From an optimization exercise on the open Yosys and OpenROAD flow, aimed at small area; shortcuts taken in it are not production practice. Function was checked by simulation only, so behaviour that the tests miss may differ from the original. No activity file was given, so power comes from the tool's default toggle rates.

## run.sh

```bash
#!/bin/bash
# synth_recipe.tcl (not shown) runs the flow's synth.tcl, then flattens the netlist and writes it again
# the make line also repeats each setting of config.mk as NAME=value (left out here)
make -C /OpenROAD-flow-scripts/flow DESIGN_CONFIG=/design/flow/config.mk WORK_HOME=/design/flow/orfs CLKGATE_MAP_FILE= SYNTH_SCRIPT=/design/flow/synth_recipe.tcl finish
```

## config.mk

```make
export PLATFORM = sky130hd
export DESIGN_NAME = Register_file
export DESIGN_NICKNAME = Register_file
export VERILOG_FILES = /design/flow/design.v
export SDC_FILE = /design/flow/constraint.sdc
export NUM_CORES = 4
export LEC_CHECK = 0
export CAP_MARGIN = 20
export CORE_MARGIN = 2
export CORE_UTILIZATION = 25
export PLACE_DENSITY = 0.5
export SLEW_MARGIN = 20
```

## constraint.sdc

```tcl
create_clock -name core_clock -period 8.0 [get_ports {clk}]
set_input_delay 1.6000 -clock core_clock [delete_from_list [all_inputs] [get_ports {clk}]]
set_output_delay 1.6000 -clock core_clock [all_outputs]
set_load 0.01 [all_outputs]
```

## design.v

```verilog
module Register_sync_rw #(
     parameter WIDTH=8)
    (
	  input  clk, reset,we,
	  input	[WIDTH-1:0] DATA,
	  output reg [WIDTH-1:0] OUT
    );
always@(posedge clk) begin
	if (reset == 1'b1)
		OUT<={WIDTH{1'b0}};
	else if(we==1'b1)	
		OUT<=DATA;
end
endmodule	 
module Decoder_4to16
    (
	  input [3:0] IN,
      output reg [15:0] OUT
    );
always @(*) begin
	case(IN)
		4'h0:OUT=16'h0001;
		4'h1:OUT=16'h0002;
		4'h2:OUT=16'h0004;
		4'h3:OUT=16'h0008;
		4'h4:OUT=16'h0010;
		4'h5:OUT=16'h0020;
		4'h6:OUT=16'h0040;
		4'h7:OUT=16'h0080;
		4'h8:OUT=16'h0100;
		4'h9:OUT=16'h0200;
		4'ha:OUT=16'h0400;
		4'hb:OUT=16'h0800;
		4'hc:OUT=16'h1000;
		4'hd:OUT=16'h2000;
		4'he:OUT=16'h4000;
		4'hf:OUT=16'h8000;
	endcase
end
endmodule
module Mux_16to1 #(parameter WIDTH=4)
    (
	  input [3:0] select,
	  input [WIDTH-1:0] input_0, input_1, input_2, input_3, input_4, input_5, input_6, input_7, input_8, input_9, input_10, input_11, input_12, input_13, input_14, input_15,
      output reg [WIDTH-1:0] output_value
    );
always@(*) begin
	case(select)
		4'b0000:output_value = input_0;
		4'b0001:output_value = input_1;
		4'b0010:output_value = input_2;
		4'b0011:output_value = input_3;
		4'b0100:output_value = input_4;
		4'b0101:output_value = input_5;
		4'b0110:output_value = input_6;
		4'b0111:output_value = input_7;
		4'b1000:output_value = input_8;
		4'b1001:output_value = input_9;
		4'b1010:output_value = input_10;
		4'b1011:output_value = input_11;
		4'b1100:output_value = input_12;
		4'b1101:output_value = input_13;
		4'b1110:output_value = input_14;
		4'b1111:output_value = input_15;
		default: output_value = {WIDTH{1'b0}};
	endcase
end
endmodule
module Register_file #(parameter WIDTH=32)
    (
	  input clk, write_enable, reset,
	  input [3:0] Source_select_0, Source_select_1, Destination_select,
	  input	[WIDTH-1:0] DATA, Reg_15,
	  output reg [WIDTH-1:0] out_0, out_1
    );
wire [WIDTH-1:0] Reg_Out [14:0];
wire [14:0] Reg_enable;
genvar i;
generate
    for (i = 0 ; i < 15 ; i = i + 1) begin : registers
        Register_sync_rw #(WIDTH) Reg (.clk(clk),.reset(reset),.we(Reg_enable[i]& write_enable),.DATA(DATA),.OUT(Reg_Out[i]));
    end
endgenerate
Decoder_4to16 dec (.IN(Destination_select),.OUT(Reg_enable));
Mux_16to1 #(WIDTH) mux_0 (.select(Source_select_0),
	.input_0 (Reg_Out[0]),
	.input_1 (Reg_Out[1]),
	.input_2 (Reg_Out[2]),
	.input_3 (Reg_Out[3]),
	.input_4 (Reg_Out[4]),
	.input_5 (Reg_Out[5]),
	.input_6 (Reg_Out[6]),
	.input_7 (Reg_Out[7]),
	.input_8 (Reg_Out[8]),
	.input_9 (Reg_Out[9]),
	.input_10(Reg_Out[10]),
	.input_11(Reg_Out[11]),
	.input_12(Reg_Out[12]),
	.input_13(Reg_Out[13]),
	.input_14(Reg_Out[14]),
	.input_15(Reg_15),
	.output_value(out_0)
    );
Mux_16to1 #(WIDTH) mux_1 (.select(Source_select_1),
	.input_0 (Reg_Out[0]),
	.input_1 (Reg_Out[1]),
	.input_2 (Reg_Out[2]),
	.input_3 (Reg_Out[3]),
	.input_4 (Reg_Out[4]),
	.input_5 (Reg_Out[5]),
	.input_6 (Reg_Out[6]),
	.input_7 (Reg_Out[7]),
	.input_8 (Reg_Out[8]),
	.input_9 (Reg_Out[9]),
	.input_10(Reg_Out[10]),
	.input_11(Reg_Out[11]),
	.input_12(Reg_Out[12]),
	.input_13(Reg_Out[13]),
	.input_14(Reg_Out[14]),
	.input_15(Reg_15),
	.output_value(out_1)
    );
endmodule
```

==> impl_metrics.toml, run 1 <==
[power_and_ir_drop]
p_total_mw = 5.85
power.leakage_nw = 9.36
ir_worst_vdd_uv = 157
powerDensity_mw_per_mm2 = 200

[timing]
setup_tns_ns = 0
finalCriticalPeriod_ns = 6.65
fin_crit_sh_pct = 83.1
worst_pin_slew_ns = 1.29
rsz0062_at_grt = "no"
fmax_mhz = 150
slew_viol_final = 0
setup_viol = 0
maxSlewHeadroom_pct = 13.9
finalHoldViolCount = 0
holdWs_ns = 0.465
fin_skew_ns = 0

[cts]
clock-root-buffer = "clkbuf_16"
cts_buffer_depth = 3
cts_resized = 0
clk_transition_reported_paths_ns = 0.06
postCtsHoldBufs = 0
htree_num_levels = 2
cts_buffers = 53
cts_tree = "built"
clk_latency_ns = 0.62
cts_setup_buffers = 0
cts.sink_count = 480

[yosys]
netlist_area_mm2 = 0.0247
synth_top_cells_by_area = "dfxtp_1 (39%), nand2_1 (16%), a21oi_1 (10%)"
postSynthAreaPerCell_um2 = 7.49
yosys_most_used_dff = "dfxtp_1"
synth.top_cell.area_share_pct = 38.9
synth_edf_count = 0
yosysSeqAreaShare_pct = 38.9
syn-instance-count = 3293
synth_warnings = 5
syn-num-nets = 3372
yosys.area.top_type = "dfxtp_1"
synth-async-reset-ratio_pct = 0
ys_types = 50
ys_seq_elements = 480

[min_path]
holdPathStages = 2
min_to = "registers[8].Reg.OUT[27]"
min_from = "registers[8].Reg.OUT[27]"
holdCritPathClass = "flop to flop"

[routing]
vias = 27000
wl_per_cell_um = 29.6
routed-wl-met3_mm = 14.9
avgViaCountPerCell = 5.88
drt_iter0_markers = 4041
drc = 0
antenna_left = 0
wl_met2_mm = 58.1
wl_met1_mm = 54.1
top_layer_used = "met5"
wirelength_mm = 136
firstDrtPassIters = 9

[worst_setup_path]
crit_family = "simple AND/OR/NAND/NOR gates"
path_max_fanout = 34
ff2ff_setup_slack_ns = 7.25
setup.worst_path.class = "input port to output port"
setup.worst_path.end_class = "output port"
crit_path_top_delay_cell = "nand3_1"
crit_chain = "buf_2, nand3_1, nor2_4, a21o_1, o22a_1, clkdlybuf4s50_1"
cp.buffers_inverters = 2
critical_path.reg2reg.startpoint = "registers[0].Reg.OUT[0]"
startpoint_type = "input port"
worstPathArrival_ns = 5.05
slowest_delay_ns = 0.82
r2r-end = "registers[0].Reg.OUT[0]"
r2r_cells = 2
required_ns = 6.40

[layout]
fillCellCount = 10600
largest_reg_flops = 480
final_cell_mix = "nand2_1 (1028), a21oi_1 (508), dfxtp_1 (480), clkdlybuf4s50_1 (133), a221oi_1 (129)"
area_growth_pct = 18.2
largest-register = "registers.Reg.OUT"
seqCellArea_mm2 = 0.00961
nNetsFinal = 3330
multiInputGateArea_mm2 = 0.0139
layout-drive-gt1-share_pct = 8.56
layout_commonest_cell = "nand2_1"
reg_top3 = "registers.Reg.OUT x480"

[outcome]
status = "complete, no violations"

[floorplan]
io_pins = 143
dieHeight_um = 318
initial_core_util_pct = 25.1
core_area_mm2 = 0.0981
num_rows = 115
dieArea_mm2 = 0.101
die_w_um = 318

[global_route]
antenna_found_initial = 5
grt_pass1_wl_mm = 189
grt_pass1_vias = 25300
overflow = 0
grt_max_degree = 165
gr-usage-all-layers_pct = 25.5

[place]
port-buffer-count = 142
gp_congestion = 0.943
dp_hpwl_mm = 80.8

[run]
max-cap-violations = 0
-- logic make-up (layout without fill, tap and decap cells) --
logic type | count (synthesis) | count (layout) | synth area share [%]
buffers and inverters | 341 | 341 | 5.93
muxes | 102 | 102 | 4.29
DFF | 480 | 480 | 38.9
other | 0 | 3 | 0
AOI/OAI and AO/OA | 1127 | 1127 | 30.5
and+or+nand+nor | 1243 | 1243 | 20.3
-- cell usage after synthesis (all sizes together), types with 8 or more instances --
| cell type | count |
|---|---|
| a211oi | 10 |
| a21o | 20 |
| a21oi | 508 |
| a221oi | 129 |
| a222oi | 20 |
| a22o | 79 |
| a22oi | 113 |
| a31oi | 9 |
| a32oi | 10 |
| and2 | 8 |
| and3 | 8 |
| buf | 101 |
| clkbuf | 235 |
| dfxtp | 480 |
| mux2 | 30 |
| mux2i | 72 |
| nand2 | 1039 |
| nand2b | 34 |
| nand3 | 17 |
| nor2 | 66 |
| nor2b | 42 |
| nor3 | 12 |
| o21ai | 44 |
| o221ai | 21 |
| o22a | 47 |
| o22ai | 44 |
| o2bb2ai | 27 |
| o32ai | 25 |
-- per-layer routing --
layer | vias up | GRT usage, %
li1 | 11700 | -
met1 | 12900 | 33.7
met2 | 1922 | 38.9
met3 | 492 | 5.28
met4 | 4 | 13.5
met5 | - | 0
-- stage by stage --
step           cells  setup slack [ns]  utilization [%]  cell area (µm²)
3_5_place_dp    4482              1.51             27.8            27300
2_1_floorplan   3293              3.43                -            24700
6_report        4583              1.35             29.7            29200
4_1_cts         4579              1.51             29.7            29100
5_1_grt         4581              1.39             29.7            29200
3_3_place_gp    4479              1.51             27.7            27200
-- how the worst max path moves through the flow --
stage / start / to / slack (ns) / cells after the start
floorplan: Source_select_0[0] / out_0[21] / 3.43 / 8
global placement: Source_select_0[3] / out_0[8] / 1.51 / 8
detailed placement: Source_select_0[3] / out_0[8] / 1.51 / 8
CTS: Source_select_0[3] / out_0[8] / 1.51 / 8
global route: Source_select_0[3] / out_0[8] / 1.39 / 8
finish: Source_select_0[3] / out_0[31] / 1.35 / 6
-- worst register-to-register path: cells and delay by family (launching register included) --
family | cells | cell delay (ns)
AO/OA/AOI/OAI | 1 | 0.15
flip-flops | 1 | 0.45
AND/OR/NAND/NOR | 1 | 0.08
-- power breakdown --
group | switching (mW) | internal (mW) | leakage [nW]
combinational | 0.526 | 0.215 | 4.58
clock | 1.12 | 1.54 | 0.908
sequential | 0.0264 | 2.42 | 3.87
total | 1.67 | 4.17 | 9.36
-- area by class of cell --
class                   instances  area share, %
clock buffers                  80           5.48
inverters                       5         0.0644
diodes                          3         0.0257
well taps                    1287           5.52
multi-input cells            2472           47.6
clock inverters                17          0.820
flip-flops and latches        480           33.0
repair buffers                239           7.58
==> inputs of run 2 (changes only) <==
==> design.v (replaced) <==
module Aoi222 (input a0, b0, a1, b1, a2, b2, output y);
assign y = ~((a0 & b0) | (a1 & b1) | (a2 & b2));
endmodule
module Oai21 (input a0, a1, b, output y);
assign y = ~((a0 | a1) & b);
endmodule
module Inv (input a, output y);
assign y = ~a;
endmodule
module Nand2 (input a, b, output y);
assign y = ~(a & b);
endmodule
module Nor2 (input a, b, output y);
assign y = ~(a | b);
endmodule
module Nand3 (input a, b, c, output y);
assign y = ~(a & b & c);
endmodule
module And3 (input a, b, c, output y);
assign y = a & b & c;
endmodule
module Nand4 (input a, b, c, d, output y);
assign y = ~(a & b & c & d);
endmodule
module Decoder_4to16 #(parameter HAS_EN=0, HAS_RST=0)
    (
	  input [3:0] IN,
	  input EN, RST_N,
      output [15:0] OUT
    );
wire [3:0] inv;
wire [3:0] lo_n, hi_n;    
genvar j, k;
generate
    for (j = 0; j < 4; j = j + 1) begin : iv
        Inv u (.a(IN[j]), .y(inv[j]));
    end
    for (j = 0; j < 4; j = j + 1) begin : pre
        Nand2 ul (.a(j & 1 ? IN[0] : inv[0]), .b(j & 2 ? IN[1] : inv[1]), .y(lo_n[j]));
        if (HAS_EN) begin : e
            Nand3 uh (.a(j & 1 ? IN[2] : inv[2]), .b(j & 2 ? IN[3] : inv[3]), .c(EN), .y(hi_n[j]));
        end else begin : ne
            Nand2 uh (.a(j & 1 ? IN[2] : inv[2]), .b(j & 2 ? IN[3] : inv[3]), .y(hi_n[j]));
        end
    end
    for (k = 0; k < 16; k = k + 1) begin : o
        if (HAS_RST) begin : r
            Oai21 u (.a0(lo_n[k % 4]), .a1(hi_n[k / 4]), .b(RST_N), .y(OUT[k]));
        end else begin : nr
            Nor2 u (.a(lo_n[k % 4]), .b(hi_n[k / 4]), .y(OUT[k]));
        end
    end
endgenerate
endmodule
module Mux_16to1 #(parameter WIDTH=4)
    (
	  input [15:0] sel,
	  input [16*WIDTH-1:0] in,
      output [WIDTH-1:0] out
    );
genvar b, g;
generate
    for (b = 0; b < WIDTH; b = b + 1) begin : bits
        wire [5:0] t;
        for (g = 0; g < 5; g = g + 1) begin : grp
            Aoi222 u (.a0(sel[3*g]),   .b0(in[(3*g)*WIDTH + b]),
                      .a1(sel[3*g+1]), .b1(in[(3*g+1)*WIDTH + b]),
                      .a2(sel[3*g+2]), .b2(in[(3*g+2)*WIDTH + b]), .y(t[g]));
        end
        Nand2 u15 (.a(sel[15]), .b(in[15*WIDTH + b]), .y(t[5]));
        wire t012;
        And3  ua (.a(t[0]), .b(t[1]), .c(t[2]), .y(t012));
        Nand4 uo (.a(t012), .b(t[3]), .c(t[4]), .d(t[5]), .y(out[b]));
    end
endgenerate
endmodule
module Register_file #(parameter WIDTH=32)
    (
	  input clk, write_enable, reset,
	  input [3:0] Source_select_0, Source_select_1, Destination_select,
	  input	[WIDTH-1:0] DATA, Reg_15,
	  output [WIDTH-1:0] out_0, out_1
    );
wire [WIDTH-1:0] wdata = DATA & {WIDTH{~reset}};
wire [15:0] dest, sel0, sel1;
Decoder_4to16 #(0, 0) dsel0 (.IN(Source_select_0), .EN(1'b1), .RST_N(1'b1), .OUT(sel0));
Decoder_4to16 #(0, 0) dsel1 (.IN(Source_select_1), .EN(1'b1), .RST_N(1'b1), .OUT(sel1));
wire reset_n;
Inv urn (.a(reset), .y(reset_n));
Decoder_4to16 #(1, 1) dec (.IN(Destination_select), .EN(write_enable), .RST_N(reset_n), .OUT(dest));
wire [16*WIDTH-1:0] rd;    
assign rd[15*WIDTH +: WIDTH] = Reg_15;
genvar i;
generate
    for (i = 0 ; i < 15 ; i = i + 1) begin : registers
        wire we = dest[i];
        reg [WIDTH-1:0] OUT;
        always @(posedge clk)
            if (we) OUT <= wdata;
        assign rd[i*WIDTH +: WIDTH] = OUT;
    end
endgenerate
Mux_16to1 #(WIDTH) mux_0 (.sel(sel0), .in(rd), .out(out_0));
Mux_16to1 #(WIDTH) mux_1 (.sel(sel1), .in(rd), .out(out_1));
endmodule
--- a/config.mk
+++ b/config.mk
@@ -7,6 +7,8 @@
 export LEC_CHECK = 0
 export CAP_MARGIN = 20
 export CORE_MARGIN = 2
-export CORE_UTILIZATION = 25
-export PLACE_DENSITY = 0.5
+export CORE_UTILIZATION = 50
+export PLACE_DENSITY = 0.65
 export SLEW_MARGIN = 20
+export SYNTH_HIERARCHICAL = 1
+export SYNTH_MINIMUM_KEEP_SIZE = 0
==> impl_metrics.toml, run 2 <==
[outcome]
status = "complete, no violations"

[worst_setup_path]
startpoint_type = "input port"
path_max_fanout = 15
setup.worst_path.end_class = "output port"
required_ns = 6.40
setup.worst_path.class = "input port to output port"
worstPathArrival_ns = 4.79

[cts]
cts_buffer_depth = 3
cts.sink_count = 480
htree_num_levels = 2
postCtsHoldBufs = 0
clock-root-buffer = "clkbuf_16"
clk_transition_reported_paths_ns = 0.06
cts_setup_buffers = 0
cts_buffers = 48
cts_resized = 0
cts_tree = "built"

[place]
place_area_mm2 = 0.0220
gp_congestion = 0.814
dp_hpwl_mm = 37.1
port-buffer-count = 142
pre_cts_ws_ns = 1.72

[routing]
avgViaCountPerCell = 7.67
vias = 14600
antenna_left = 0
wl_per_cell_um = 33.8
drc = 0
drt_iter0_markers = 3474
wirelength_mm = 64.3
firstDrtPassIters = 10

[power_and_ir_drop]
sw_frac_of_total_pct = 23.2
power.clock.fraction_pct = 35.9
power.leakage_nw = 7.40
netSwitchingPower_mw = 1.35
combinationalPowerShare_pct = 10.3
ir_worst_vdd_uv = 206
p_int_mw = 4.47
seq_power_share_pct = 53.8
powerDensity_mw_per_mm2 = 249

[layout]
seqCellArea_mm2 = 0.0144
layout-drive-gt1-share_pct = 12.0
area_growth_pct = 21.8
largest-register = "registers.OUT"
final_cell_mix = "edfxtp_1 (480), a222oi_1 (320), clkdlybuf4s50_1 (141), nand2_1 (84)"
utilization_pct = 62.0
layout_commonest_cell = "edfxtp_1"
nNetsFinal = 1439
diodes = 0
largest_reg_flops = 480
multiInputGateArea_mm2 = 0.00501
fillCellCount = 2789
reg_top3 = "registers.OUT x480"
design_area_mm2 = 0.0234

[timing]
setup_tns_ns = 0
fmax_mhz = 157
fin_crit_sh_pct = 79.8
setup_ws_ns = 1.61
setup_viol = 0
finalCriticalPeriod_ns = 6.39
slew_viol_final = 0
finalHoldViolCount = 0
worst_pin_slew_ns = 1.10
rsz0062_at_grt = "no"
maxSlewHeadroom_pct = 26.4

[yosys]
netlist_area_mm2 = 0.0192
syn-instance-count = 1111
synth_warnings = 7
syn-num-nets = 1190
postSynthAreaPerCell_um2 = 17.3

[min_path]
holdCritPathClass = "input port to flop"

[global_route]
grt_pass1_vias = 14100
grt_max_degree = 34
overflow = 0
antenna_found_initial = 1
gr-usage-all-layers_pct = 31.9
grt_pass1_wl_mm = 91.6

[floorplan]
dieHeight_um = 200
die_w_um = 200
initial_core_util_pct = 50.9
dieArea_mm2 = 0.0400
num_rows = 71
io_pins = 143
core_area_mm2 = 0.0378

[run]
max-cap-violations = 0
==> run 2: power groups by stage <==
stage	sequential (mW)	clock, mW	combinational [mW]
after floorplan	3.15	0	0.261
after global placement	3.16	0	0.585
after detailed placement	3.18	0	0.589
after CTS	3.13	2.10	0.593
after global routing	3.15	2.19	0.630
final	3.13	2.09	0.602
==> run 2: layer usage <==
metal  wire [µm]  part of all wire, %  vias up  global-route usage, %
li1            -                    -     5851                      -
met2       28200                   44     1369                   47.2
met3       10600                   17      168                   8.25
met4        1960                  3.0        0                   9.96
met1       23600                   37     7195                   46.6
met5           0                    0        -                      0
==> run 2: area by class of cell <==
cell class,count,area share (%)
Timing Repair Buffer,202,8.02
Inverter,13,0.208
Clock buffer,57,5.36
Clock inverter,23,0.748
Multi-Input combinational cell,615,21.4
Sequential cell,480,61.5
Tap cell,511,2.73
==> run 2: final timing paths <==
kind,start,endpoint,slack [ns],cells past startpoint
worst max-delay path,Source_select_0[2],out_0[21],1.61,9
worst min-delay path,DATA[9],registers[9].OUT[9],1.90,2
==> run 2: through the flow <==
step	cells	total power [mW]	hold slack [ns]
after floorplan	1111	3.41	1.91
after CTS	1901	5.82	1.91
final	1901	5.83	1.90
after detailed placement	1821	3.77	2.48
after global placement	1821	3.74	2.47
after global routing	1901	5.97	1.92
==> run 2: worst max-delay path, stage by stage <==
cell             delay (ns)
clkdlybuf4s50_1        0.45
inv_1                  0.10
nand2_1                0.18
nor2_2                 0.90
buf_4                  0.35
a222oi_1               0.12
and3_1                 0.24
nand4_1                0.24
clkdlybuf4s50_1        0.60

==> what the ideal ports hide <==
In the flow no input, the clock included, has a driving cell. The finished layouts below were timed again as built, in two steps.
Step 1 sets driving cells, clkbuf_16 on the clock port and buf_2 on the other inputs (assumed; they add their load-dependent delay and slew).
Step 2 also shifts input and output timing later by t, the mid clock arrival at the registers, as if the neighbouring blocks saw the same clock.
Slacks: ideal ports / drivers / drivers and shift; pairs: ideal ports / drivers.
run | shift t [ns] | setup WS [ns] | worst register clock-pin slew, ns
run 1 | 0.698 | 1.355 / 1.305 / 1.305 | 0.07 / 0.07
run 2 | 0.593 | 1.612 / 1.588 / 1.588 | 0.06 / 0.06
After both steps setup and hold are still met in every run listed. For run 1, which loses most, drivers alone change the setup slack by -0.050 ns; drivers and shift together by -0.050 ns.
